This is an optimization exercise on Yosys and OpenROAD, whose aim is small area, a short achievable clock period and few clock cycles, not a production implementation.
The RTL was checked by simulation tests, not by an equivalence proof against the original design.
Power figures rest on the tool's default switching activity, not on a simulated workload.

==> module filtering, before the edit <==
module filtering(
    output reg [7:0] out,
    output reg out_valid,
    output reg [15:0] addr_edge,
    output reg finished,
    output reg [15:0] addr_im,
    input  [7:0] dout_im,
    input start,
    input rst,
    input clk
    );
   localparam M = 8;
   reg [7:0] px [1:2*M];
   integer i;
   wire [7:0] pa = px[2*M];
   wire [7:0] pb = px[M];
   wire [7:0] pc = dout_im;
   wire [7:0] npc = ~pc;
   reg [8:0] lr, rr, er;      
   reg [8:0] lr1, rr1;        
   reg [9:0] xs, ys;          
   wire [8:0] nrr1 = ~rr1;
   wire [8:0] nrr  = ~rr;
   always @(posedge clk) begin
      px[1] <= dout_im;
      for (i = 2; i <= 2*M; i = i + 1) px[i] <= px[i-1];
      lr  <= pa + pb;
      rr  <= pb + pc;
      er  <= pa + npc;
      lr1 <= lr;
      rr1 <= rr;
      xs  <= lr1 + er;
      ys  <= er + nrr1;
   end
   reg [10:0] us, vs;         
   always @(posedge clk) begin
      us <= xs + nrr;
      vs <= ys + lr;
   end
   wire edge_hit = (us >= 11'd866) || (us <= 11'd666) || (vs >= 11'd866) || (vs <= 11'd666);
   reg       pend;           
   reg       run;
   reg [2:0] j;
   reg [2:0] xh;
   wire [4:0] xl = addr_im[4:0];
   reg       j7;             
   reg       xe;             
   reg       s0;             
   reg       fv, fl;         
   wire x_ge2 = xh != 0 || xl >= 2;
   wire x_ge3 = xh != 0 || xl >= 3;
   wire x_0   = xh == 0 && xl == 0;
   wire x_2   = xh == 0 && xl == 2;
   reg       fj1, fj2, fs;   
   wire [8:0] ae_222 = {1'b0, addr_edge[7:0]} + 9'd222;
   wire [8:0] ae_35  = {1'b0, addr_edge[7:0]} + 9'd35;
   wire [8:0] ae_205 = {1'b0, addr_edge[7:0]} + 9'd205;
   wire [8:0] ae_lo  = fv ? ae_222 : (fj1 ? (fs ? ae_35 : ae_205) : {1'b0, addr_edge[7:0]});
   wire [7:0] ae_hi_inc = addr_edge[15:8] + 8'd1;
   wire [7:0] ae_hi_jmp = addr_edge[15:8] + (fs ? 8'd255 : 8'd250);
   always @(posedge clk) begin
      if (rst) begin
         pend <= 0;
         run <= 0;
         fv <= 0;
         fl <= 0;
         out_valid <= 0;
         finished <= 0;
      end else begin
         pend <= start && !run && !pend;
         if (start && !run && !pend) finished <= 0;
         if (pend) run <= 1;
         fv <= run && ((j >= 4 && x_ge2) || (j <= 1 && (x_ge3 || (x_0 && !s0))));
         fl <= run && j == 1 && addr_im == 16'd49952;
         out_valid <= fv;
         if (fl) begin
            finished <= 1;
            run <= 0;
         end
      end
   end
   always @(posedge clk) begin
      if (pend) begin
         addr_im <= 0;
         j <= 0;
         j7 <= 0;
         xh <= 0;
         xe <= 0;
         s0 <= 1;
         addr_edge <= 16'hFFFF;
      end else begin
         if (run) begin
            j <= j + 1;
            j7 <= j == 6;
            xe <= xh == 6 && xl == 31;
            if (j7) begin
               if (xe)
                  addr_im <= addr_im - 16'd447;
               else
                  addr_im <= addr_im - 16'd1567;
            end else
               addr_im <= addr_im + 16'd224;
            if (j7) begin
               if (xe) begin
                  xh <= 0;
                  s0 <= 0;
               end else if (xl == 31)
                  xh <= xh + 1;
            end
         end
         addr_edge[7:0] <= ae_lo[7:0];
         if (fj2)
            addr_edge[15:8] <= ae_hi_jmp;
         else if (ae_lo[8])
            addr_edge[15:8] <= ae_hi_inc;
      end
      fj1 <= run && j == 2 && x_ge2;
      fj2 <= run && j == 3 && x_ge2;
      fs <= x_2;
      out <= edge_hit ? 8'd0 : 8'd255;
   end
endmodule
Settings: LEC_CHECK=0, CAP_MARGIN=20, CORE_MARGIN=2, CORE_UTILIZATION=60, CTS_CLUSTER_DIAMETER=60, CTS_CLUSTER_SIZE=40, SETUP_SLACK_MARGIN=2.3, SLEW_MARGIN=20; clock period 4.5 ns.
run.sh (not shown) runs the stock make flow with config.mk's settings and CLKGATE_MAP_FILE= SYNTH_SCRIPT=/design/flow/synth_recipe.tcl, a recipe that flattens the netlist after the stock synthesis.
Testbench counts at the start, summed over its fixed seeds: cycles 795,708.
Next try:
--- a/flow/design.v
+++ b/flow/design.v
@@ -33,12 +33,11 @@
       xs  <= lr1 + er;
       ys  <= er + nrr1;
    end
-   reg [10:0] us, vs;         
-   always @(posedge clk) begin
-      us <= xs + nrr;
-      vs <= ys + lr;
-   end
-   wire edge_hit = (us >= 11'd866) || (us <= 11'd666) || (vs >= 11'd866) || (vs <= 11'd666);
+   wire [11:0] u_hi = xs + nrr + 12'd1182;    
+   wire [11:0] u_lo = xs + nrr + 12'd1381;    
+   wire [11:0] v_hi = ys + lr + 12'd1182;
+   wire [11:0] v_lo = ys + lr + 12'd1381;
+   wire edge_hit = u_hi[11] || !u_lo[11] || v_hi[11] || !v_lo[11];
    reg       pend;           
    reg       run;
    reg [2:0] j;
@@ -71,8 +70,8 @@
          pend <= start && !run && !pend;
          if (start && !run && !pend) finished <= 0;
          if (pend) run <= 1;
-         fv <= run && ((j >= 4 && x_ge2) || (j <= 1 && (x_ge3 || (x_0 && !s0))));
-         fl <= run && j == 1 && addr_im == 16'd49952;
+         fv <= run && ((j >= 3 && x_ge2) || (j == 0 && (x_ge3 || (x_0 && !s0))));
+         fl <= run && j == 0 && addr_im == 16'd49728;
          out_valid <= fv;
          if (fl) begin
             finished <= 1;
@@ -115,8 +114,8 @@
          else if (ae_lo[8])
             addr_edge[15:8] <= ae_hi_inc;
       end
-      fj1 <= run && j == 2 && x_ge2;
-      fj2 <= run && j == 3 && x_ge2;
+      fj1 <= run && j == 1 && x_ge2;
+      fj2 <= run && j == 2 && x_ge2;
       fs <= x_2;
       out <= edge_hit ? 8'd0 : 8'd255;
    end
=> The changed run ran to the end with no violations; cell count drops by a few percent; synthesized cell count shrinks by a few percent; cell area came out lower by a few percent; sequential power decreases by about a fifth; combinational power drops by a little under a tenth; wire length shrinks by roughly a tenth; count of clock-buffer cells in the layout does not change; total power fell by roughly a tenth.
Testbench counts after the change, summed over its fixed seeds: cycles 795,696.

==> separate check: timing with driven ports <==
The results above use ideal ports. As a check the final layouts listed here were re-extracted and re-timed, cells and wires unchanged.
Step 1: set_driving_cell puts a clkbuf_16 on clk and a buf_2 on each other input, an assumption about the parent block.
Step 2, shift: input delay + t, output delay - t, t = (earliest + latest rising clock arrival at the registers) / 2. This alone moves slack from input paths to output paths.
Slacks: no drivers / after step 1 / after step 2; pairs: no drivers / after step 1.
| run | t, ns | slack for setup (ns) | worst setup path after step 2 | pins driven straight from the clock port |
|---|---|---|---|---|
| the first run | 0.542 | 2.373 / 2.339 / 1.956 | input to register | 1 |
| the second run | 0.520 | 2.177 / 2.177 / 1.877 | input to register | 1 |
After both steps every run listed still meets setup and hold. For the first run, which loses most, drivers alone change the setup slack by -0.034 ns; drivers and shift together by -0.417 ns.
